This design comes from an exercise in tuning for small area on the open sky130 flow, not from production work.
Function was checked by simulation only, so behaviour that the tests miss may differ from the original.
Power and IR drop assume default switching activity.

`config.mk`:
```
export PLATFORM = sky130hd
export DESIGN_NAME = color_run_finder
export DESIGN_NICKNAME = color_run_finder
export VERILOG_FILES = /design/flow/design.v
export SDC_FILE = /design/flow/constraint.sdc
export NUM_CORES = 4
export LEC_CHECK = 0
export CAP_MARGIN = 20
export CORE_MARGIN = 2
export CORE_UTILIZATION = 45
export PLACE_DENSITY = 0.6
export SLEW_MARGIN = 20
```
`constraint.sdc`:
```
create_clock -name core_clock -period 6.0 [get_ports {clk}]
set_input_delay 1.2000 -clock core_clock [delete_from_list [all_inputs] [get_ports {clk}]]
set_output_delay 1.2000 -clock core_clock [all_outputs]
set_load 0.01 [all_outputs]
```
`design.v`:
```
module color_match(p, m);
  input [15:0] p;
  wire [15:0] p;
  output m;
  wire m;
  wire [5:0] B;
  wire [5:0] DM;
  wire [5:0] G;
  wire [5:0] MLO;
  wire [5:0] R;
  wire _0_;
  wire _100_;
  wire _101_;
  wire _102_;
  wire _103_;
  wire _104_;
  wire _105_;
  wire _106_;
  wire _107_;
  wire _108_;
  wire _109_;
  wire _10_;
  wire _110_;
  wire _111_;
  wire _112_;
  wire _113_;
  wire _114_;
  wire _115_;
  wire _116_;
  wire _117_;
  wire _118_;
  wire _119_;
  wire _11_;
  wire _120_;
  wire _121_;
  wire _122_;
  wire _123_;
  wire _124_;
  wire _125_;
  wire _126_;
  wire _127_;
  wire _128_;
  wire _129_;
  wire _12_;
  wire _130_;
  wire _131_;
  wire _132_;
  wire _133_;
  wire _134_;
  wire _135_;
  wire _136_;
  wire _137_;
  wire _138_;
  wire _139_;
  wire _13_;
  wire _140_;
  wire _141_;
  wire _142_;
  wire _143_;
  wire _144_;
  wire _145_;
  wire _146_;
  wire _147_;
  wire _148_;
  wire _149_;
  wire _14_;
  wire _150_;
  wire _151_;
  wire _152_;
  wire _153_;
  wire _154_;
  wire _155_;
  wire _156_;
  wire _157_;
  wire _158_;
  wire _159_;
  wire _15_;
  wire _160_;
  wire _161_;
  wire _162_;
  wire _163_;
  wire _164_;
  wire _165_;
  wire _166_;
  wire _167_;
  wire _168_;
  wire _169_;
  wire _16_;
  wire _170_;
  wire _171_;
  wire _172_;
  wire _173_;
  wire _174_;
  wire _175_;
  wire _176_;
  wire _177_;
  wire _178_;
  wire _179_;
  wire _17_;
  wire _180_;
  wire _181_;
  wire _182_;
  wire _183_;
  wire _184_;
  wire _185_;
  wire _186_;
  wire _187_;
  wire _188_;
  wire _189_;
  wire _18_;
  wire _190_;
  wire _191_;
  wire _192_;
  wire _193_;
  wire _194_;
  wire _195_;
  wire _196_;
  wire _197_;
  wire _198_;
  wire _199_;
  wire _19_;
  wire _1_;
  wire _200_;
  wire _201_;
  wire _202_;
  wire _203_;
  wire _204_;
  wire _205_;
  wire _206_;
  wire _207_;
  wire _208_;
  wire _209_;
  wire _20_;
  wire _210_;
  wire _211_;
  wire _212_;
  wire _213_;
  wire _214_;
  wire _215_;
  wire _216_;
  wire _217_;
  wire _218_;
  wire _219_;
  wire _21_;
  wire _220_;
  wire _221_;
  wire _222_;
  wire _223_;
  wire _224_;
  wire _225_;
  wire _226_;
  wire _227_;
  wire _228_;
  wire _229_;
  wire _22_;
  wire _230_;
  wire _231_;
  wire _232_;
  wire _233_;
  wire _234_;
  wire _235_;
  wire _236_;
  wire _237_;
  wire _238_;
  wire _239_;
  wire _23_;
  wire _240_;
  wire _241_;
  wire _242_;
  wire _243_;
  wire _244_;
  wire _245_;
  wire _246_;
  wire _247_;
  wire _248_;
  wire _249_;
  wire _24_;
  wire _250_;
  wire _251_;
  wire _252_;
  wire _253_;
  wire _254_;
  wire _255_;
  wire _256_;
  wire _257_;
  wire _258_;
  wire _259_;
  wire _25_;
  wire _260_;
  wire _261_;
  wire _262_;
  wire _263_;
  wire _264_;
  wire _265_;
  wire _266_;
  wire _267_;
  wire _268_;
  wire _269_;
  wire _26_;
  wire _270_;
  wire _271_;
  wire _272_;
  wire _273_;
  wire _274_;
  wire _275_;
  wire _276_;
  wire _277_;
  wire _278_;
  wire _279_;
  wire _27_;
  wire _280_;
  wire _281_;
  wire _282_;
  wire _283_;
  wire _284_;
  wire _285_;
  wire _286_;
  wire _287_;
  wire _288_;
  wire _289_;
  wire _28_;
  wire _290_;
  wire _291_;
  wire _292_;
  wire _293_;
  wire _294_;
  wire _295_;
  wire _296_;
  wire _297_;
  wire _298_;
  wire _299_;
  wire _29_;
  wire _2_;
  wire _300_;
  wire _301_;
  wire _302_;
  wire _303_;
  wire _304_;
  wire _305_;
  wire _306_;
  wire _307_;
  wire _308_;
  wire _309_;
  wire _30_;
  wire _310_;
  wire _311_;
  wire _312_;
  wire _313_;
  wire _314_;
  wire _315_;
  wire _316_;
  wire _317_;
  wire _318_;
  wire _319_;
  wire _31_;
  wire _320_;
  wire _321_;
  wire _322_;
  wire _323_;
  wire _324_;
  wire _325_;
  wire _326_;
  wire _327_;
  wire _328_;
  wire _329_;
  wire _32_;
  wire _330_;
  wire _331_;
  wire _332_;
  wire _333_;
  wire _334_;
  wire _335_;
  wire _336_;
  wire _337_;
  wire _338_;
  wire _339_;
  wire _33_;
  wire _340_;
  wire _341_;
  wire _342_;
  wire _343_;
  wire _344_;
  wire _345_;
  wire _346_;
  wire _347_;
  wire _348_;
  wire _349_;
  wire _34_;
  wire _350_;
  wire _351_;
  wire _352_;
  wire _353_;
  wire _354_;
  wire _355_;
  wire _356_;
  wire _357_;
  wire _358_;
  wire _359_;
  wire _35_;
  wire _360_;
  wire _361_;
  wire _362_;
  wire _363_;
  wire _364_;
  wire _365_;
  wire _366_;
  wire _367_;
  wire _368_;
  wire _369_;
  wire _36_;
  wire _370_;
  wire _371_;
  wire _372_;
  wire _373_;
  wire _374_;
  wire _375_;
  wire _376_;
  wire _377_;
  wire _378_;
  wire _379_;
  wire _37_;
  wire _380_;
  wire _381_;
  wire _382_;
  wire _383_;
  wire _384_;
  wire _385_;
  wire _386_;
  wire _387_;
  wire _388_;
  wire _389_;
  wire _38_;
  wire _390_;
  wire _391_;
  wire _392_;
  wire _393_;
  wire _394_;
  wire _395_;
  wire _396_;
  wire _397_;
  wire _398_;
  wire _399_;
  wire _39_;
  wire _3_;
  wire _400_;
  wire _401_;
  wire _402_;
  wire _403_;
  wire _404_;
  wire _405_;
  wire _406_;
  wire _407_;
  wire _408_;
  wire _409_;
  wire _40_;
  wire _410_;
  wire _411_;
  wire _412_;
  wire _413_;
  wire _41_;
  wire _42_;
  wire _43_;
  wire _44_;
  wire _45_;
  wire _46_;
  wire _47_;
  wire _48_;
  wire _49_;
  wire _4_;
  wire _50_;
  wire _51_;
  wire _52_;
  wire _53_;
  wire _54_;
  wire _55_;
  wire _56_;
  wire _57_;
  wire _58_;
  wire _59_;
  wire _5_;
  wire _60_;
  wire _61_;
  wire _62_;
  wire _63_;
  wire _64_;
  wire _65_;
  wire _66_;
  wire _67_;
  wire _68_;
  wire _69_;
  wire _6_;
  wire _70_;
  wire _71_;
  wire _72_;
  wire _73_;
  wire _74_;
  wire _75_;
  wire _76_;
  wire _77_;
  wire _78_;
  wire _79_;
  wire _7_;
  wire _80_;
  wire _81_;
  wire _82_;
  wire _83_;
  wire _84_;
  wire _85_;
  wire _86_;
  wire _87_;
  wire _88_;
  wire _89_;
  wire _8_;
  wire _90_;
  wire _91_;
  wire _92_;
  wire _93_;
  wire _94_;
  wire _95_;
  wire _96_;
  wire _97_;
  wire _98_;
  wire _99_;
  wire _9_;
  wire [4:0] r5;
  assign _406_ = _410_ & p[13];
  assign _394_ = _413_ | _406_;
  assign _387_ = ~_394_;
  assign _386_ = _388_ & _387_;
  assign _142_ = ~p[14];
  assign _383_ = ~_401_;
  assign _381_ = _142_ & _383_;
  assign _230_ = _386_ | _381_;
  assign _340_ = _343_ & _342_;
  assign _231_ = _383_ | _142_;
  assign _2_ = _160_ | _157_;
  assign _314_ = _36_ & _2_;
  assign _309_ = ~_314_;
  assign _308_ = _407_ & _309_;
  assign _158_ = p[6] & _215_;
  assign _168_ = ~_158_;
  assign _303_ = _35_ & _309_;
  assign _300_ = _308_ | _303_;
  assign _172_ = _351_ & _168_;
  assign _330_ = _334_ & _340_;
  assign _295_ = _7_ & _309_;
  assign _204_ = _300_ | _295_;
  assign _409_ = ~p[10];
  assign _272_ = _360_ | _409_;
  assign _157_ = ~_163_;
  assign _245_ = _352_ & _272_;
  assign _348_ = _44_ & _70_;
  assign _163_ = _202_ | _275_;
  assign _229_ = _344_ & _272_;
  assign _199_ = _245_ | _229_;
  assign _179_ = _215_ & _168_;
  assign _198_ = _263_ & _320_;
  assign _191_ = ~_198_;
  assign _189_ = _192_ & _191_;
  assign _184_ = ~_199_;
  assign _212_ = _172_ | _179_;
  assign _180_ = _184_ & _191_;
  assign _232_ = _189_ | _180_;
  assign _149_ = ~p[13];
  assign _96_ = _142_ & _149_;
  assign _261_ = _360_ & p[10];
  assign _121_ = p[14] & p[13];
  assign _202_ = ~_215_;
  assign _108_ = _114_ | _323_;
  assign _53_ = ~_108_;
  assign _95_ = p[12] & _53_;
  assign _89_ = ~_95_;
  assign _297_ = _91_ & _89_;
  assign _290_ = p[4] & _202_;
  assign _73_ = _323_ & _110_;
  assign _390_ = _393_ | _392_;
  assign _41_ = _67_ | p[13];
  assign _312_ = ~_290_;
  assign _48_ = _149_ | _323_;
  assign _315_ = _111_ & _312_;
  assign _37_ = _48_ | _110_;
  assign _91_ = ~_96_;
  assign _19_ = _25_ & _91_;
  assign _265_ = ~_348_;
  assign _183_ = _202_ | _265_;
  assign _11_ = _142_ & _91_;
  assign _10_ = _19_ | _11_;
  assign _9_ = ~_37_;
  assign _328_ = _202_ & _312_;
  assign _5_ = _9_ & _91_;
  assign _0_ = _10_ | _5_;
  assign _403_ = _337_ & _336_;
  assign _23_ = _355_ & _212_;
  assign _67_ = ~_73_;
  assign _221_ = _149_ & _67_;
  assign _335_ = _315_ | _328_;
  assign _171_ = _221_ | _9_;
  assign _127_ = _142_ & _133_;
  assign _311_ = _302_ | _24_;
  assign _104_ = p[14] & _171_;
  assign _6_ = _127_ | _104_;
  assign _337_ = p[4] & _111_;
  assign _112_ = _212_ & _335_;
  assign _169_ = ~_6_;
  assign _222_ = _112_ & _169_;
  assign _355_ = ~_0_;
  assign _111_ = ~p[5];
  assign _209_ = _355_ & _335_;
  assign _215_ = _258_ & _249_;
  assign _247_ = _209_ & _169_;
  assign _29_ = _222_ | _247_;
  assign _12_ = ~_297_;
  assign _47_ = _167_ | _12_;
  assign _56_ = ~_29_;
  assign _63_ = _55_ & _56_;
  assign _66_ = ~_47_;
  assign _99_ = _63_ | _66_;
  assign _367_ = _54_ & _311_;
  assign _113_ = _167_ & _12_;
  assign _156_ = ~_367_;
  assign _370_ = _215_ | _156_;
  assign _137_ = _148_ & _91_;
  assign _141_ = _113_ | _137_;
  assign _151_ = ~_99_;
  assign _210_ = _141_ | _151_;
  assign _277_ = ~_79_;
  assign _239_ = _148_ | _91_;
  assign _24_ = ~_33_;
  assign _264_ = _246_ | _2_;
  assign _263_ = ~_272_;
  assign _267_ = _264_ | _263_;
  assign _271_ = ~_239_;
  assign _217_ = _267_ | _271_;
  assign _307_ = _313_ | _310_;
  assign _305_ = p[13] & p[12];
  assign _384_ = _202_ | _277_;
  assign _329_ = _305_ | _53_;
  assign _349_ = ~_329_;
  assign _354_ = p[13] & _349_;
  assign _302_ = _390_ & _304_;
  assign _260_ = _409_ & p[4];
  assign _358_ = p[12] & _349_;
  assign _26_ = _354_ | _358_;
  assign _281_ = _285_ | _284_;
  assign _368_ = _384_ | _311_;
  assign _344_ = ~_368_;
  assign _16_ = _121_ & _67_;
  assign _332_ = _352_ | _344_;
  assign _249_ = _252_ | _251_;
  assign _320_ = ~_332_;
  assign _273_ = _51_ & _320_;
  assign _14_ = _110_ & _142_;
  assign _17_ = _96_ | _14_;
  assign _21_ = ~_17_;
  assign _22_ = _20_ & _21_;
  assign _274_ = _279_ | _278_;
  assign _27_ = _22_ | _148_;
  assign _30_ = ~_26_;
  assign _31_ = _374_ & _30_;
  assign _32_ = ~_27_;
  assign _134_ = _31_ | _32_;
  assign _25_ = ~_41_;
  assign _45_ = _142_ & _25_;
  assign _114_ = ~_121_;
  assign _49_ = _323_ & _114_;
  assign _50_ = ~_45_;
  assign _71_ = _49_ & _50_;
  assign _324_ = _343_ & _327_;
  assign _61_ = _110_ & _108_;
  assign _64_ = ~_61_;
  assign _65_ = _89_ & _64_;
  assign _296_ = ~_207_;
  assign _268_ = _411_ | _296_;
  assign _405_ = _400_ & p[13];
  assign _72_ = _65_ | _45_;
  assign _256_ = ~_273_;
  assign _78_ = _76_ & _212_;
  assign _393_ = _395_ & _298_;
  assign _80_ = ~_71_;
  assign _81_ = _108_ & _80_;
  assign _82_ = _78_ | _81_;
  assign _131_ = ~_317_;
  assign _93_ = _82_ | _335_;
  assign _76_ = ~_72_;
  assign _94_ = _212_ | _76_;
  assign _97_ = ~_93_;
  assign _98_ = _374_ & _97_;
  assign _310_ = _380_ & _131_;
  assign _100_ = ~_94_;
  assign _101_ = _374_ & _100_;
  assign _102_ = _98_ | _101_;
  assign _253_ = _262_ | _256_;
  assign _234_ = ~_268_;
  assign _105_ = _30_ & _97_;
  assign _106_ = _102_ | _105_;
  assign _203_ = _253_ | _234_;
  assign _262_ = ~_276_;
  assign _109_ = _30_ & _100_;
  assign _135_ = _106_ | _109_;
  assign _275_ = ~p[9];
  assign _124_ = _21_ & _148_;
  assign _20_ = ~_16_;
  assign _125_ = _2_ | _20_;
  assign _128_ = ~_124_;
  assign _129_ = _20_ & _128_;
  assign _130_ = ~_125_;
  assign _136_ = _129_ | _130_;
  assign _139_ = ~_135_;
  assign _140_ = _138_ & _139_;
  assign _338_ = ~_2_;
  assign _270_ = _287_ & p[9];
  assign _143_ = _338_ & _272_;
  assign _144_ = _140_ | _143_;
  assign _145_ = ~_136_;
  assign _218_ = _144_ | _145_;
  assign _279_ = ~_282_;
  assign _152_ = _278_ & _279_;
  assign _153_ = _281_ & _282_;
  assign _170_ = _152_ | _153_;
  assign _252_ = ~_255_;
  assign _161_ = _251_ & _252_;
  assign _269_ = ~_274_;
  assign _188_ = _164_ & _249_;
  assign _8_ = _186_ | _262_;
  assign _174_ = _258_ & _202_;
  assign _258_ = ~_261_;
  assign _176_ = ~_170_;
  assign _177_ = _258_ & _176_;
  assign _178_ = _174_ | _177_;
  assign _380_ = ~p[7];
  assign _69_ = _202_ | _380_;
  assign _181_ = _252_ & _202_;
  assign _182_ = _178_ | _181_;
  assign _280_ = ~_311_;
  assign _43_ = p[1] & _202_;
  assign _185_ = _252_ & _176_;
  assign _190_ = _182_ | _185_;
  assign _193_ = ~_188_;
  assign _194_ = _176_ & _193_;
  assign _42_ = ~_69_;
  assign _196_ = _194_ | _283_;
  assign _197_ = ~_190_;
  assign _201_ = _196_ | _197_;
  assign _205_ = ~_201_;
  assign _206_ = _130_ & _205_;
  assign _374_ = _43_ | _42_;
  assign _208_ = _206_ & _191_;
  assign _294_ = _277_ & _280_;
  assign _77_ = _74_ & _165_;
  assign _211_ = _272_ & _205_;
  assign _54_ = _317_ | _119_;
  assign _213_ = _211_ & _191_;
  assign _219_ = _208_ | _213_;
  assign _192_ = ~_204_;
  assign _223_ = _184_ & _192_;
  assign _224_ = ~_217_;
  assign _225_ = _223_ | _224_;
  assign _226_ = ~_218_;
  assign _227_ = _225_ | _226_;
  assign _228_ = ~_219_;
  assign _233_ = _227_ | _228_;
  assign _236_ = ~_233_;
  assign _237_ = _235_ & _236_;
  assign _238_ = ~_231_;
  assign _299_ = _294_ & _215_;
  assign _240_ = _238_ & _236_;
  assign _241_ = _237_ | _240_;
  assign _242_ = ~_232_;
  assign _68_ = _70_ & _280_;
  assign _244_ = _242_ & _236_;
  assign m = _241_ | _244_;
  assign _220_ = _77_ | _68_;
  assign _360_ = ~p[4];
  assign _52_ = _340_ & _74_;
  assign _298_ = ~p[8];
  assign _395_ = ~p[2];
  assign _286_ = _331_ & _327_;
  assign _319_ = ~p[1];
  assign _292_ = _202_ | _367_;
  assign _207_ = _88_ | _107_;
  assign _369_ = ~p[6];
  assign _351_ = ~p[0];
  assign _333_ = ~_220_;
  assign _404_ = _292_ | _333_;
  assign _352_ = ~_370_;
  assign _316_ = _306_ | _352_;
  assign _343_ = ~_346_;
  assign _336_ = ~_340_;
  assign _334_ = ~_337_;
  assign _167_ = ~_374_;
  assign _379_ = _319_ & _380_;
  assign _346_ = _351_ & p[6];
  assign _376_ = _379_ | _378_;
  assign _413_ = _408_ | _412_;
  assign _214_ = _316_ | _167_;
  assign _287_ = ~p[3];
  assign _200_ = ~_404_;
  assign _118_ = _214_ | _200_;
  assign _306_ = ~_175_;
  assign _408_ = _402_ | _405_;
  assign _325_ = _299_ | _306_;
  assign _412_ = _410_ & _162_;
  assign _115_ = _316_ | _200_;
  assign _79_ = _70_ | _44_;
  assign _285_ = _287_ & _275_;
  assign _155_ = _339_ | _374_;
  assign _160_ = ~_166_;
  assign _373_ = ~_118_;
  assign _321_ = ~_324_;
  assign _342_ = ~_345_;
  assign _366_ = _187_ | _373_;
  assign _363_ = ~_155_;
  assign _289_ = _366_ | _363_;
  assign _62_ = ~_74_;
  assign _251_ = ~_254_;
  assign _293_ = _395_ & p[8];
  assign _304_ = ~_307_;
  assign _392_ = p[2] & p[8];
  assign _126_ = _321_ | _376_;
  assign _389_ = p[8] & _215_;
  assign _39_ = ~_389_;
  assign _243_ = ~_286_;
  assign _119_ = ~_126_;
  assign _60_ = _395_ & _39_;
  assign _282_ = _293_ | _302_;
  assign _357_ = ~_183_;
  assign _90_ = _215_ & _39_;
  assign _148_ = _60_ | _90_;
  assign _255_ = _270_ | _269_;
  assign _378_ = p[1] & p[7];
  assign _331_ = ~_403_;
  assign _276_ = _207_ | _212_;
  assign _317_ = _376_ & _321_;
  assign _301_ = _62_ & _331_;
  assign _327_ = ~_330_;
  assign _166_ = _215_ | _287_;
  assign _341_ = _301_ & _327_;
  assign _397_ = ~_341_;
  assign _398_ = _265_ & _397_;
  assign _411_ = ~_212_;
  assign _74_ = _334_ & _84_;
  assign _83_ = _398_ & _311_;
  assign _3_ = _325_ | _357_;
  assign _195_ = _367_ | _397_;
  assign _44_ = ~_52_;
  assign _254_ = _258_ & _257_;
  assign _248_ = _54_ & _44_;
  assign _257_ = ~_260_;
  assign _159_ = _248_ | _311_;
  assign _150_ = ~_195_;
  assign _339_ = ~_115_;
  assign _187_ = ~_8_;
  assign _410_ = ~_396_;
  assign _122_ = _202_ | _150_;
  assign _4_ = ~_148_;
  assign _120_ = ~_159_;
  assign _75_ = _122_ | _120_;
  assign _84_ = ~_87_;
  assign _87_ = _360_ & p[5];
  assign _59_ = ~_83_;
  assign _58_ = _202_ & _59_;
  assign _57_ = ~_75_;
  assign _86_ = ~_289_;
  assign _385_ = _1_ | _4_;
  assign _407_ = ~_322_;
  assign _28_ = ~_18_;
  assign _1_ = _58_ | _57_;
  assign _85_ = ~_1_;
  assign _13_ = _148_ | _85_;
  assign _123_ = ~_116_;
  assign _173_ = _243_ & _311_;
  assign _92_ = ~_13_;
  assign _103_ = _86_ | _92_;
  assign _36_ = ~_3_;
  assign _322_ = _103_ | _373_;
  assign _7_ = ~_385_;
  assign _18_ = _407_ | _7_;
  assign _34_ = _15_ & _28_;
  assign _35_ = ~_15_;
  assign _38_ = _35_ & _18_;
  assign _401_ = _34_ | _38_;
  assign _40_ = _338_ & _36_;
  assign _388_ = ~_399_;
  assign _116_ = _7_ | _92_;
  assign _46_ = _2_ & _3_;
  assign _117_ = _86_ | _373_;
  assign _132_ = ~_117_;
  assign _146_ = _123_ & _132_;
  assign _147_ = _116_ & _117_;
  assign _154_ = _146_ | _147_;
  assign _162_ = ~_154_;
  assign _399_ = p[13] & _162_;
  assign _15_ = _40_ | _46_;
  assign _216_ = _363_ | _373_;
  assign _165_ = ~_173_;
  assign _107_ = _280_ & _357_;
  assign _250_ = ~_216_;
  assign _259_ = _8_ | _250_;
  assign _266_ = ~_259_;
  assign _371_ = _86_ | _266_;
  assign _283_ = ~p[15];
  assign _288_ = _320_ & _283_;
  assign _51_ = ~_335_;
  assign _88_ = _54_ & _306_;
  assign _291_ = _51_ & _283_;
  assign _347_ = _288_ | _291_;
  assign _175_ = _215_ | _165_;
  assign _133_ = ~_171_;
  assign _318_ = _262_ | _234_;
  assign _326_ = ~_318_;
  assign _55_ = ~_23_;
  assign _350_ = _323_ & _326_;
  assign _33_ = _304_ | _390_;
  assign _246_ = ~_210_;
  assign _323_ = ~p[11];
  assign _353_ = _326_ | _323_;
  assign _278_ = ~_281_;
  assign _356_ = ~_347_;
  assign _359_ = _256_ & _356_;
  assign _345_ = _369_ & p[0];
  assign _361_ = ~_350_;
  assign _362_ = _359_ & _361_;
  assign _186_ = ~_203_;
  assign _364_ = _362_ | _186_;
  assign _365_ = ~_353_;
  assign _372_ = _364_ | _365_;
  assign _313_ = p[1] & _131_;
  assign _375_ = ~_371_;
  assign _377_ = _110_ & _375_;
  assign _284_ = p[3] & p[9];
  assign _382_ = ~_372_;
  assign _138_ = ~_134_;
  assign _391_ = _377_ | _382_;
  assign _110_ = ~p[12];
  assign _164_ = ~_161_;
  assign _396_ = _375_ | _110_;
  assign _70_ = ~_54_;
  assign _402_ = _400_ & _162_;
  assign _400_ = ~_391_;
  assign _235_ = ~_230_;
  assign DM = 6'hxx;
  assign MLO = 6'h0x;
  assign B = { p[4:0], p[4] };
  assign R = { p[15:11], p[15] };
  assign G = p[10:5];
  assign r5 = p[15:11];
endmodule
module run_finder (
    input clk,
    input rst,
    input end_frame_in,
    input end_line_in,
    input new_pixel,
    input pixel,
    output [10:0] run_start,
    output [10:0] run_end,
    output new_run,
    output end_line_out,
    output end_frame_out
  );
  reg np_q, x_q, ef_q;
  reg [10:0] col_q, start_q;
  reg found_q;
  always @(posedge clk) begin
    np_q <= ~rst & new_pixel;
    x_q <= ~rst & ((new_pixel & pixel) | end_line_in);
    ef_q <= ~rst & end_frame_in;
  end
  wire pm = np_q & x_q;
  wire pn = np_q & ~x_q;
  wire el = ~np_q & x_q;
  assign run_start = start_q;
  assign run_end = col_q;
  assign new_run = found_q & (pn | el);
  assign end_line_out = el;
  assign end_frame_out = ef_q;
  always @(posedge clk) begin
    if (rst || el || ef_q) begin
      col_q <= 11'd0;
      found_q <= 1'b0;
    end else if (np_q) begin
      col_q <= col_q + 1'b1;
      found_q <= x_q;
    end
    if (pm && !found_q)
      start_q <= col_q;
  end
endmodule
module color_run_finder (
    input clk,
    input rst,
    input end_frame_in,
    input end_line_in,
    input new_pixel_in,
    input [15:0] pixel_in,
    output [10:0] run_start,
    output [10:0] run_end,
    output new_run,
    output end_line_out,
    output end_frame_out
  );
  wire match;
  color_match color_match (
      .p(pixel_in),
      .m(match)
    );
  run_finder run_finder (
      .clk(clk),
      .rst(rst),
      .end_frame_in(end_frame_in),
      .end_line_in(end_line_in),
      .new_pixel(new_pixel_in),
      .pixel(match),
      .run_start(run_start),
      .run_end(run_end),
      .new_run(new_run),
      .end_line_out(end_line_out),
      .end_frame_out(end_frame_out)
    );
endmodule
```
`run.sh`:
```
#!/bin/bash
# synth_recipe.tcl (not shown) runs the flow's synth.tcl, then flattens the netlist and writes it again
# the make line also repeats each setting of config.mk as NAME=value (left out here)
make -C /OpenROAD-flow-scripts/flow DESIGN_CONFIG=/design/flow/config.mk WORK_HOME=/design/flow/orfs CLKGATE_MAP_FILE= SYNTH_SCRIPT=/design/flow/synth_recipe.tcl finish
```
==> flow_summary_export.csv, run 1 <==
group,metric,value,unit
route,drc,0,
floorplanning,fp.coreArea,4630,um2
place,dp_hpwl,3610,um
route,first_pass_iters,4,
power_and_ir_drop,p_switching,167,uW
clock_tree,clock_latency,0.27,ns
run,maxCapViolCount,0,
global_routing,grt_pass1_wl,7290,um
floorplanning,dieWidth,72.8,um
setup_path,crit_buf_inv,5,
clock_tree,clk_path_buf_depth,2,
layout,fin_nets,323,
timing,timing_hold_violations_final,0,
logic_synthesis,async_reset_ff_share,0,%
clock_tree,htree_levels,1,
setup_path,cp_cell_sequence,"clkdlybuf4s50_1, inv_1, ha_1, inv_1, fa_1, fa_1, inv_1, fa_1, fa_1, fa_1, or3b_4, nor2_1, a21oi_1, ha_1, inv_1, a21oi_1, a2bb2oi_1, a2bb2oi_1, a21o_1, maj3_2, a211oi_2",
route,via_per_inst,5.36,
clock_tree,cts_resized,0,
clock_tree,post_cts_buffers,0,
setup_path,worst_ep_arrival_time,5.75,ns
global_routing,grt_max_degree,19,
power_and_ir_drop,p_per_area,204,nW/um2
layout,area_delta_synth_final,26.6,%
timing,fmax,180,MHz
route,postRouteAntennaNets,0,
setup_path,slowest_delay,0.51,ns
logic_synthesis,ys_types,60,
floorplanning,rows,25,
logic_synthesis,synthFlopType,"dfxtp_1",
global_routing,grt.total_usage,17.6,%
clock_tree,cts_root_buffer,"clkbuf_8",
clock_tree,tritoncts,"yes",
route,vias,1785,
power_and_ir_drop,pwr-share-clk,25.8,%
power_and_ir_drop,combPwrFrac,39.3,%
floorplanning,dieArea,5300,um2
setup_path,crit_family,"adder cells",
logic_synthesis,synth.avg_cell_area,9.14,um2
timing,grt_setup_unrepaired,"false",
floorplanning,start_util,46.0,%
worst_hold_path,hp-class,"reg -> reg",
clock_tree,clk_pin_slew,0.09,ns
power_and_ir_drop,p_int,382,uW
run_status,status,"no timing/DRC/antenna violations",
timing,fin_ws,0.450,ns
logic_synthesis,synth-edff-count,11,
clock_tree,cts_hold_buf,0,
clock_tree,cts_sinks,26,
route,drt_iter0_drc,53,
timing,final-setup-viol-count,0,
logic_synthesis,synth_seq_area_share,29.6,%
place,gp_congestion,0.780,
setup_path,cp.required,6.20,ns
timing,fin_setup_tns,0,ns
timing,tightest_slew,0.942,ns
timing,fin_crit,5.55,ns
layout,drive_gt1_share,10.0,%
logic_synthesis,synth_area,2130,um2
power_and_ir_drop,cellLeakagePower,1.10,nW
clock_tree,numCtsBuffers,3,
setup_path,end_kind,"register",
logic_synthesis,yosys_warnings,1,
layout,final_util,58.2,%
setup_path,worstSetupStartpointType,"input port",
global_routing,grt_overflow,0,
floorplanning,io_pins,46,
place,port_buffers,45,
setup_path,critical_path_class,"in -> reg",
global_routing,grt_pass1_vias,1615,
layout,postLayoutCellArea,2700,um2
place,dp_worst_setup_slack,0.172,ns
place,place_area,2630,um2
layout,diodes,0,
route,drt-total-wl,4400,um
timing,post-route-period-util,92.5,%
global_routing,antenna_found_initial,0,
power_and_ir_drop,p_sw_share,30.4,%
logic_synthesis,ys_seq_elements,26,
power_and_ir_drop,seqPwrFrac,34.9,%
floorplanning,dieHeight,72.8,um
setup_path,cp_common_cell,"fa_1",
logic_synthesis,syn_nets,276,
timing,clock_skew,0.00798,ns
timing,relSlewSlack,37.0,%
setup_path,cpMaxStageDelayCell,"fa_1",
timing,report.final.slew_viol_count,0,
route,wire_per_inst,13.2,um
power_and_ir_drop,peakVddDrop,0.109,mV
setup_path,cp_max_fo,7,
logic_synthesis,synth_cells,233,
## cell usage in the layout (no fill, tap or decap), drive strengths merged, types with 2 or more instances in the layout
cell,instances
or3,3
and3,4
a2bb2oi,2
nor2b,6
nand2,18
o21a,2
or2,2
nand3,4
inv,21
buf,6
a21o,4
nand4,2
clkbuf,3
xnor2,4
edfxtp,11
o31ai,3
clkdlybuf4s50,45
o21ai,10
dfxtp,15
mux2,3
nor3,4
nor2,21
xor2,9
nand3b,2
mux2i,7
nor4,2
a21oi,18
o211ai,2
a211oi,5
fa,5
ha,17
maj3,2
## per-stage QoR
| stage | instances | hold WS, ns | total power [mW] |
|---|---|---|---|
| after floorplan | 233 | 0.476 | 0.358 |
| final | 333 | 0.502 | 0.549 |
| after CTS | 333 | 0.498 | 0.554 |
| after global placement | 329 | 0.479 | 0.412 |
| after global routing | 333 | 0.519 | 0.583 |
| after detailed placement | 329 | 0.477 | 0.413 |
## sequential cells by signal (all words and copies together), names as in the netlist
register            cells
run_finder.ef_q         1
run_finder.start_q     11
run_finder.np_q         1
run_finder.found_q      1
run_finder.col_q       11
run_finder.x_q          1
## routing by layer
| layer | global-route usage [%] | part of all wire, % | vias to the layer above |
|---|---|---|---|
| met5 | 0 | 0 | - |
| met4 | 7.00 | 2.3 | 0 |
| met2 | 31.9 | 50 | 54 |
| met3 | 1.80 | 4.5 | 9 |
| met1 | 21.1 | 43 | 811 |
| li1 | - | - | 911 |
## cell usage after synthesis, drive strengths merged (2+ instances only)
cell type | instances | area [um2]
clkbuf | 3 | 11.3
a21oi | 18 | 101
inv | 21 | 78.8
nand4 | 2 | 12.5
o21ai | 10 | 50.0
maj3 | 2 | 21.3
a21o | 4 | 31.3
nand3b | 2 | 15.0
nor2 | 21 | 78.8
xnor2 | 4 | 42.6
nor3 | 4 | 20.0
or2 | 2 | 15.0
nand2 | 18 | 70.1
mux2i | 7 | 82.6
o21a | 2 | 22.5
nand3 | 4 | 20.0
edfxtp | 11 | 330
o31ai | 3 | 22.5
o211ai | 2 | 15.0
nor2b | 6 | 37.5
mux2 | 3 | 33.8
and3 | 4 | 25.0
a2bb2oi | 2 | 17.5
fa | 5 | 100
nor4 | 2 | 12.5
or3 | 3 | 23.8
dfxtp | 15 | 300
ha | 17 | 213
buf | 6 | 56.3
xor2 | 9 | 86.3
a211oi | 5 | 47.5
## power by group through the flow
| stage | combinational (mW) | clock, mW | sequential (mW) |
|---|---|---|---|
| 5_1_grt | 0.240 | 0.151 | 0.193 |
| 6_report | 0.216 | 0.142 | 0.192 |
| 2_1_floorplan | 0.161 | 0 | 0.196 |
| 3_3_place_gp | 0.216 | 0 | 0.196 |
| 3_5_place_dp | 0.217 | 0 | 0.196 |
| 4_1_cts | 0.218 | 0.143 | 0.192 |
## final timing paths
| path | startpoint | to | slack, ns | cells past startpoint |
|---|---|---|---|---|
| setup / recovery | pixel_in[5] | run_finder.x_q | 0.45 | 21 |
| hold / removal | run_finder.col_q[10] | run_finder.start_q[10] | 0.50 | 0 |
| setup reg to reg | run_finder.np_q | run_finder.start_q[2] | 4.18 | 2 |
| hold reg to reg | run_finder.col_q[10] | run_finder.start_q[10] | 0.50 | 0 |
## area by class of cell
cell class / count / area [um2]
Clock buffer: 3 / 41.3
Sequential cell: 26 / 631
Clock inverter: 1 / 30.0
Timing Repair Buffer: 51 / 495
Fill cell: 431 / 1930
Tap cell: 54 / 67.6
Multi-Input combinational cell: 177 / 1350
Inverter: 21 / 78.8
## logic make-up (layout without fill, tap and decap cells)
logic type | count (synthesis) | after routing | synth area share (%)
AND/OR/NAND/NOR | 77 | 77 | 18.9
AO/OA/AOI/OAI | 53 | 53 | 17.4
adder cells (fa/ha/maj) | 24 | 24 | 15.7
multiplexers | 10 | 10 | 5.46
flip-flops | 26 | 26 | 29.6
XOR/XNOR | 13 | 13 | 6.05
buffers and inverters | 30 | 76 | 6.87
## worst register-to-register path: stages (launching register included)
cell and delay (ns):
dfxtp_1 0.51, ha_1 0.20, nor2b_1 0.74
==> run 2: changes to the inputs <==
==> flow/run.sh (new file) <==
#!/bin/bash
# Own layout flow: the standard synthesis, then the combinational cells of its netlist
# are re-synthesised for area with ABC (the flip-flop instances are kept as they are, with
# their names and cell types), then the standard layout from floorplan to finish, with
# the smallest buffer on the ports. Each tool's output goes to a log file in this folder.
set -euo pipefail
W=$(pwd)
R=$W/orfs/results/${FLOW_PLATFORM:-sky130hd}/color_run_finder/base
YOSYS=yosys
if [[ -x ${FLOW_HOME:-/OpenROAD-flow-scripts/flow}/../tools/install/yosys/bin/yosys ]]; then
  YOSYS=${FLOW_HOME:-/OpenROAD-flow-scripts/flow}/../tools/install/yosys/bin/yosys
fi
LIB=${FLOW_HOME:-/OpenROAD-flow-scripts/flow}/platforms/sky130hd/lib/sky130_fd_sc_hd__tt_025C_1v80.lib

bash standard.sh synth > $W/synth.log 2>&1
cp $R/1_2_yosys.v $W/synth_standard.v

DEEP_T=${DEEP_T:-60}
printf 'strash\ndc2\ndch\ndc2\n&get -n\n&deepsyn -T %s\n&put\nmap -a\ntopo\n' "$DEEP_T" > $W/reopt.abc
DU=$(grep -o 'sky130_fd_sc_hd__\(lpflow\|probe\)[a-z0-9_]*' $LIB | sort -u | sed 's/^/-dont_use /' | tr '\n' ' ')
$YOSYS -p "read_liberty -ignore_miss_func $LIB; read_verilog $W/synth_standard.v; hierarchy -top $FLOW_TOP; \
  blackbox sky130_fd_sc_hd__*df*; flatten; opt_clean; tee -o $W/reopt_before.txt stat -liberty $LIB; \
  opt -full; abc -liberty $LIB $DU -script $W/reopt.abc; opt_clean -purge; \
  hilomap -singleton -hicell sky130_fd_sc_hd__conb_1 HI -locell sky130_fd_sc_hd__conb_1 LO; \
  splitnets; opt_clean -purge; tee -o $W/reopt_after.txt stat -liberty $LIB; \
  write_verilog -noattr -nohex -nodec $W/synth_reopt.v" > $W/reopt.log 2>&1

cp $W/synth_reopt.v $R/1_2_yosys.v
rm -f $R/1_synth.odb $R/1_synth.sdc
bash standard.sh BUFFER_PORTS_ARGS="-buffer_cell sky130_fd_sc_hd__buf_1" finish > $W/finish.log 2>&1
==> standard.sh (new file) <==
#!/bin/bash
# synth_recipe.tcl (not shown) runs the flow's synth.tcl, then flattens the netlist and writes it again
# the make line also repeats each setting of config.mk as NAME=value (left out here)
make -C /OpenROAD-flow-scripts/flow DESIGN_CONFIG=/design/flow/config.mk WORK_HOME=/design/flow/orfs CLKGATE_MAP_FILE= SYNTH_SCRIPT=/design/flow/synth_recipe.tcl "${@:-finish}"
removed: run.sh
==> run 2 against run 1 <==
  * Wire length decreased by 24%
  * Clock-buffer cell count increased by 1
  * Still clean on timing, DRC and antenna
  * Fmax increased by 36%
  * Die area decreased by 26%
  * Flip-flop and latch count unchanged
==> flow_summary_export.csv, run 2 <==
group,metric,value,unit
run_status,status,"no timing/DRC/antenna violations",
power_and_ir_drop,peakVddDrop,0.0729,mV
floorplanning,dieArea,3920,um2
place,dp_worst_setup_slack,1.58,ns
floorplanning,dieHeight,62.6,um
timing,tightest_slew,0.530,ns
global_routing,grt_max_degree,15,
route,highest_layer,"met4",
logic_synthesis,synth.avg_cell_area,6.81,um2
power_and_ir_drop,p_per_area,201,nW/um2
route,wire_per_inst,10.4,um
setup_path,worst_ep_arrival_time,4.34,ns
clock_tree,numCtsBuffers,3,
clock_tree,clock_latency,0.31,ns
worst_hold_path,holdPathStages,2,
timing,fin_crit,4.09,ns
power_and_ir_drop,total_power,362,uW
floorplanning,dieWidth,62.6,um
place,dp_hpwl,2810,um
route,via_per_inst,4.85,
layout,drive_gt1_share,2.89,%
timing,post-route-period-util,68.2,%
layout,area_delta_synth_final,16.8,%
route,first_pass_iters,4,
global_routing,grt_pass1_wl,5830,um
layout,mostFrequentLayoutCells,"nor2_1, buf_1, clkinv_1, nand2_1, a21oi_1",
layout,reg_top3,"run_finder.col_q (11), run_finder.start_q (11)",
setup_path,reg2reg_slack,3.72,ns
global_routing,antenna_found_initial,0,
timing,fin_ws,1.91,ns
clock_tree,clk_pin_slew,0.12,ns
place,place_area,1780,um2
clock_tree,post_cts_buffers,0,
route,dr_wl_met3,115,um
global_routing,grt_pass1_vias,1448,
route,vias,1568,
route,postRouteAntennaNets,0,
timing,fin_setup_tns,0,ns
setup_path,worstSetupStartpointType,"input port",
clock_tree,cts_hold_buf,0,
logic_synthesis,yosys_warnings,1,
route,m1WireLength,1400,um
setup_path,r2r_cells,17,
timing,fmax,244,MHz
floorplanning,io_pins,46,
place,gp_congestion,0.778,
layout,seq_area,631,um2
layout,diodes,0,
logic_synthesis,syn_nets,248,
layout,fin_nets,299,
route,wl_met2,1780,um
timing,clock_skew,0.00230,ns
timing,timing_hold_violations_final,0,
global_routing,grt_overflow,0,
floorplanning,fp.coreArea,3310,um2
clock_tree,htree_levels,1,
clock_tree,cts_sinks,26,
timing,report.final.slew_viol_count,0,
timing,grt_setup_unrepaired,"false",
route,drc,0,
setup_path,critical_path_class,"in -> reg",
layout,multi_input_area,772,um2
setup_path,cp.required,6.24,ns
route,drt_iter0_drc,39,
clock_tree,cts_root_buffer,"clkbuf_4",
clock_tree,tritoncts,"yes",
run,maxCapViolCount,0,
timing,relSlewSlack,64.4,%
clock_tree,cts_resized,0,
place,port_buffers,45,
layout,postLayoutCellArea,1810,um2
power_and_ir_drop,cellLeakagePower,0.637,nW
logic_synthesis,synth_area,1550,um2
layout,nFillCells,350,
global_routing,grt.total_usage,18.3,%
worst_hold_path,hp-class,"reg -> reg",
timing,final-setup-viol-count,0,
floorplanning,start_util,46.7,%
logic_synthesis,synth_cells,227,
layout,layout_commonest_cell,"nor2_1",
clock_tree,clk_path_buf_depth,2,
route,drt-total-wl,3350,um
floorplanning,rows,21,
setup_path,end_kind,"register",
setup_path,cp_max_fo,7,
[run 2: final cells by class]
class                           instances  share of cell area (%)
Tap cell                               46                    3.19
Inverter                               38                    7.90
Sequential cell                        26                    34.9
Multi-Input combinational cell        163                    42.8
Timing Repair Buffer                   46                    9.77
Clock buffer                            4                    1.46
[run 2: layer usage]
layer | GRT usage (%) | vias to the layer above
li1 | - | 854
met1 | 19.8 | 669
met2 | 36.2 | 40
met3 | 1.62 | 5
met4 | 6.67 | 0
met5 | 0 | -
[run 2: critical path, stage by stage]
cell and delay [ns]:
buf_1 0.19, clkinv_1 0.16, o22ai_1 0.18, and3_2 0.21, nor2_1 0.06, nor2_1 0.09, a21oi_1 0.05, or2_2 0.28
nand2_1 0.19, clkinv_1 0.21, nor2_1 0.17, nand2_1 0.06, a21boi_0 0.43, nand2_1 0.14, o311ai_0 0.30, o211ai_1 0.14
a21oi_1 0.13, nand2_1 0.06, o21ai_0 0.07
[run 2: worst paths after layout]
kind / from / endpoint
max reg2reg: run_finder.np_q / run_finder.col_q[10]
max: pixel_in[4] / run_finder.x_q
min: run_finder.col_q[6] / run_finder.col_q[6]
min reg2reg: run_finder.col_q[6] / run_finder.col_q[6]
[run 2: per-stage QoR]
stage / cells / util, % / hold slack, ns
floorplan: 227 / - / 0.481
global placement: 319 / 53.7 / 0.451
detailed placement: 319 / 53.7 / 0.450
CTS: 323 / 54.5 / 0.478
global route: 323 / 54.5 / 0.500
finish: 323 / 54.5 / 0.475
[run 2: power breakdown]
| part | internal [mW] | switching (mW) | leakage (nW) | total, mW |
|---|---|---|---|---|
| clock network | 0.0260 | 0.0466 | 0.0150 | 0.0726 |
| logic | 0.0360 | 0.0659 | 0.392 | 0.102 |
| registers | 0.186 | 0.00173 | 0.230 | 0.188 |
| total | 0.248 | 0.114 | 0.637 | 0.362 |
==> run 3: changes to the inputs <==
==> flow/run.sh (replaced) <==
#!/bin/bash
# Own layout flow: the standard synthesis, then the combinational cells of its netlist
# are re-synthesised for area with ABC (the flip-flop instances are kept as they are, with
# their names and cell types; several ABC seeds run in parallel and the smallest result is
# kept), then the standard layout from floorplan to finish, with the smallest buffer on
# the ports. Each tool's output goes to a log file in this folder.
set -euo pipefail
W=$(pwd)
FH=${FLOW_HOME:-/OpenROAD-flow-scripts/flow}
R=$W/orfs/results/${FLOW_PLATFORM:-sky130hd}/color_run_finder/base
YOSYS=yosys
if [[ -x $FH/../tools/install/yosys/bin/yosys ]]; then YOSYS=$FH/../tools/install/yosys/bin/yosys; fi
LIB=$FH/platforms/sky130hd/lib/sky130_fd_sc_hd__tt_025C_1v80.lib

bash standard.sh synth > $W/synth.log 2>&1
cp $R/1_2_yosys.v $W/synth_standard.v

DEEP_T=${DEEP_T:-180}
DU=$(grep -o 'sky130_fd_sc_hd__\(lpflow\|probe\)[a-z0-9_]*' $LIB | sort -u | sed 's/^/-dont_use /' | tr '\n' ' ')
for s in 1 2 3 4; do
  printf 'strash\ndc2\ndch\ndc2\n&get -n\n&deepsyn -T %s -S %s\n&put\namap\ntopo\n' "$DEEP_T" "$s" > $W/reopt_$s.abc
  $YOSYS -p "read_liberty -ignore_miss_func $LIB; read_verilog $W/synth_standard.v; hierarchy -top $FLOW_TOP; \
    blackbox sky130_fd_sc_hd__*df*; flatten; opt_clean; \
    opt -full; abc -liberty $LIB $DU -script $W/reopt_$s.abc; opt_clean -purge; \
    hilomap -singleton -hicell sky130_fd_sc_hd__conb_1 HI -locell sky130_fd_sc_hd__conb_1 LO; \
    splitnets; opt_clean -purge; tee -o $W/reopt_$s.txt stat -liberty $LIB; \
    write_verilog -noattr -nohex -nodec $W/synth_reopt_$s.v" > $W/reopt_$s.log 2>&1 &
done
wait
best=""; besta=""
for s in 1 2 3 4; do
  a=$(grep -o "Chip area for module .*: [0-9.]*" $W/reopt_$s.txt | awk '{print $NF}') || continue
  [[ -n "$a" ]] || continue
  if [[ -z "$best" ]] || awk "BEGIN{exit !($a < $besta)}"; then best=$s; besta=$a; fi
done
echo "best seed $best area $besta" > $W/reopt_choice.txt
cp $W/synth_reopt_$best.v $R/1_2_yosys.v
rm -f $R/1_synth.odb $R/1_synth.sdc
bash standard.sh BUFFER_PORTS_ARGS="-buffer_cell sky130_fd_sc_hd__buf_1" finish > $W/finish.log 2>&1
--- a/config.mk
+++ b/config.mk
@@ -9,4 +9,5 @@
 export CORE_MARGIN = 2
 export CORE_UTILIZATION = 45
+export CTS_BUF_LIST = sky130_fd_sc_hd__clkbuf_8
 export PLACE_DENSITY = 0.6
 export SLEW_MARGIN = 20
==> run 3 against run 2 <==
  * Via count fell by 4.1%
  * Total power increased by 0.71%
  * Design area fell by 2.3%
  * Synthesized area shrank 4.2%
  * Combinational power fell by 17%
  * Global-route usage grew 1.2 points
  * Critical endpoint unchanged
==> flow_summary_export.csv, run 3 <==
group,metric,value,unit
route,drc,0,
timing,fin_crit,5.01,ns
place,port_buffers,45,
global_routing,grt_util_met3,2.52,%
layout,seq_area,631,um2
global_routing,busiest_layer,"met2",
run_status,status,"no timing/DRC/antenna violations",
route,drt-total-wl,3480,um
layout,stdcell_count,286,
timing,whs,0.446,ns
setup_path,crit_family,"compound AO/OA/AOI/OAI gates",
route,drt_iter0_drc,49,
global_routing,antenna_found_initial,0,
layout,fin_nets,264,
clock_tree,cts_root_buffer,"clkbuf_8",
route,first_pass_iters,4,
place,place_area,1720,um2
clock_tree,clk_pin_slew,0.08,ns
global_routing,grt.total_usage,19.5,%
global_routing,grt_overflow,0,
clock_tree,numCtsBuffers,3,
layout,nFillCells,318,
layout,mostFrequentLayoutCells,"buf_1, clkinv_1, nor2_1, o21ai_0, nand2_1",
timing,fmax,200,MHz
timing,clock_skew,0.00379,ns
timing,timing_hold_violations_final,0,
global_routing,met1_usage,21.2,%
logic_synthesis,syn_nets,212,
clock_tree,cts_hold_buf,0,
power_and_ir_drop,cellLeakagePower,0.741,nW
layout,area_delta_synth_final,19.2,%
setup_path,r2r_cells,22,
floorplanning,rows,20,
power_and_ir_drop,p_per_area,207,nW/um2
layout,drive_gt1_share,2.07,%
clock_tree,tritoncts,"yes",
worst_hold_path,hp-class,"reg -> reg",
setup_path,crit_buf_inv,5,
place,dp_hpwl,2910,um
timing,grt_setup_unrepaired,"false",
setup_path,crit_cells,26,
logic_synthesis,synth_area,1480,um2
route,wire_per_inst,12.2,um
global_routing,grt_pass1_wl,5550,um
route,postRouteAntennaNets,0,
floorplanning,dieArea,3760,um2
setup_path,worst_ep_arrival_time,5.16,ns
clock_tree,clock_latency,0.26,ns
setup_path,worstSetupStartpointType,"input port",
setup_path,cp.required,6.15,ns
layout,diodes,0,
floorplanning,dieWidth,61.4,um
logic_synthesis,yosys_warnings,1,
worst_hold_path,holdPathStages,1,
setup_path,slowest_delay,0.31,ns
run,maxCapViolCount,0,
timing,report.final.slew_viol_count,0,
layout,postLayoutCellArea,1760,um2
floorplanning,io_pins,46,
logic_synthesis,synth.avg_cell_area,7.75,um2
clock_tree,htree_levels,1,
global_routing,grt_pass1_vias,1339,
setup_path,cp_max_fo,7,
setup_path,cpMaxStageDelayCell,"a21oi_1",
floorplanning,start_util,47.7,%
clock_tree,post_cts_buffers,0,
timing,fin_setup_tns,0,ns
setup_path,cp_common_cell,"nor2_1",
global_routing,use_met2,37.8,%
floorplanning,dieHeight,61.4,um
layout,multi_input_area,699,um2
layout,reg_top3,"run_finder.col_q (11), run_finder.start_q (11)",
floorplanning,fp.coreArea,3100,um2
logic_synthesis,synth_cells,191,
clock_tree,clk_path_buf_depth,2,
timing,post-route-period-util,83.5,%
layout,layout_commonest_cell,"buf_1",
timing,final-setup-viol-count,0,
place,placed_cells,282,
place,gp_congestion,0.895,
setup_path,critical_path_class,"in -> reg",
clock_tree,cts_resized,0,
global_routing,grt_max_degree,15,
power_and_ir_drop,peakVddDrop,0.0899,mV
clock_tree,cts_sinks,26,
layout,final_util,56.9,%
timing,tightest_slew,0.450,ns
route,via_per_inst,5.26,
timing,relSlewSlack,69.9,%
setup_path,end_kind,"register",
route,vias,1503,
-- run 3: power breakdown --
group          internal, mW  leakage [nW]  total [mW]  switching, mW
clock network        0.0456        0.0231      0.0932         0.0476
registers             0.185         0.240       0.187        0.00147
logic                0.0293         0.478      0.0848         0.0555
total                 0.260         0.741       0.365          0.105
-- run 3: area by class of cell --
| cell class | count | share of cell area (%) |
|---|---|---|
| tap | 44 | 3.12 |
| multi-input combinational | 125 | 39.6 |
| sequential | 26 | 35.7 |
| clock inverter | 1 | 0.213 |
| timing repair buffer | 47 | 10.4 |
| inverter | 40 | 8.51 |
| clock buffer | 3 | 2.34 |
-- run 3: path summary, 6_finish.rpt --
kind	from	to	slack (ns)
worst max-delay path	pixel_in[8]	run_finder.x_q	0.99
worst min-delay path	run_finder.ef_q	run_finder.found_q	0.45
worst max register to register	run_finder.np_q	run_finder.col_q[10]	3.59
worst min register to register	run_finder.ef_q	run_finder.found_q	0.45
-- run 3: routing by layer --
layer / share of wire (%) / vias to the layer above
met5: 0 / -
met4: 0 / 0
met2: 53 / 48
li1: - / 786
met1: 42 / 669
met3: 4.7 / 0
-- run 3: through the flow --
step / worst slack (ns) / total power, mW
final: 0.988 / 0.365
after floorplan: 1.57 / 0.249
after global routing: 0.367 / 0.386
after CTS: 1.03 / 0.366
after detailed placement: 0.753 / 0.275
after global placement: 0.892 / 0.273
-- run 3: worst reg2reg max path: cells and delay by family (launching register included) --
family | cells | cell delay (ns)
and+or+nand+nor | 10 | 0.93
AOI/OAI and AO/OA | 2 | 0.22
DFF | 1 | 0.35
buffers and inverters | 10 | 0.80

-- separate check: timing with driven ports --
In the flow no input, the clock included, has a driving cell. The finished layouts below were timed again as built, in two steps. Step 1: set_driving_cell puts a clkbuf_16 on clk and a buf_2 on each other input, an assumption about the parent block. Step 2 moves the port delays by t, midway between the first and last clock arrival at a register: inputs arrive t later, outputs are due t later. That takes back most of the time a late clock gives input paths. a / b / c = ideal / step 1 / step 2; a / b = the first two.
run | t (ns) | setup WS [ns] | worst setup path after step 2 | pins driven straight from the clock port
run 1 | 0.291 | 0.450 / 0.451 / 0.160 | input to register | 1
run 2 | 0.332 | 1.905 / 1.902 / 1.570 | input to register | 1
run 3 | 0.277 | 0.988 / 0.989 / 0.712 | input to register | 1
After both steps setup and hold are still met in every run listed. For run 2, which loses most, drivers alone change the setup slack by -0.003 ns; drivers and shift together by -0.335 ns.
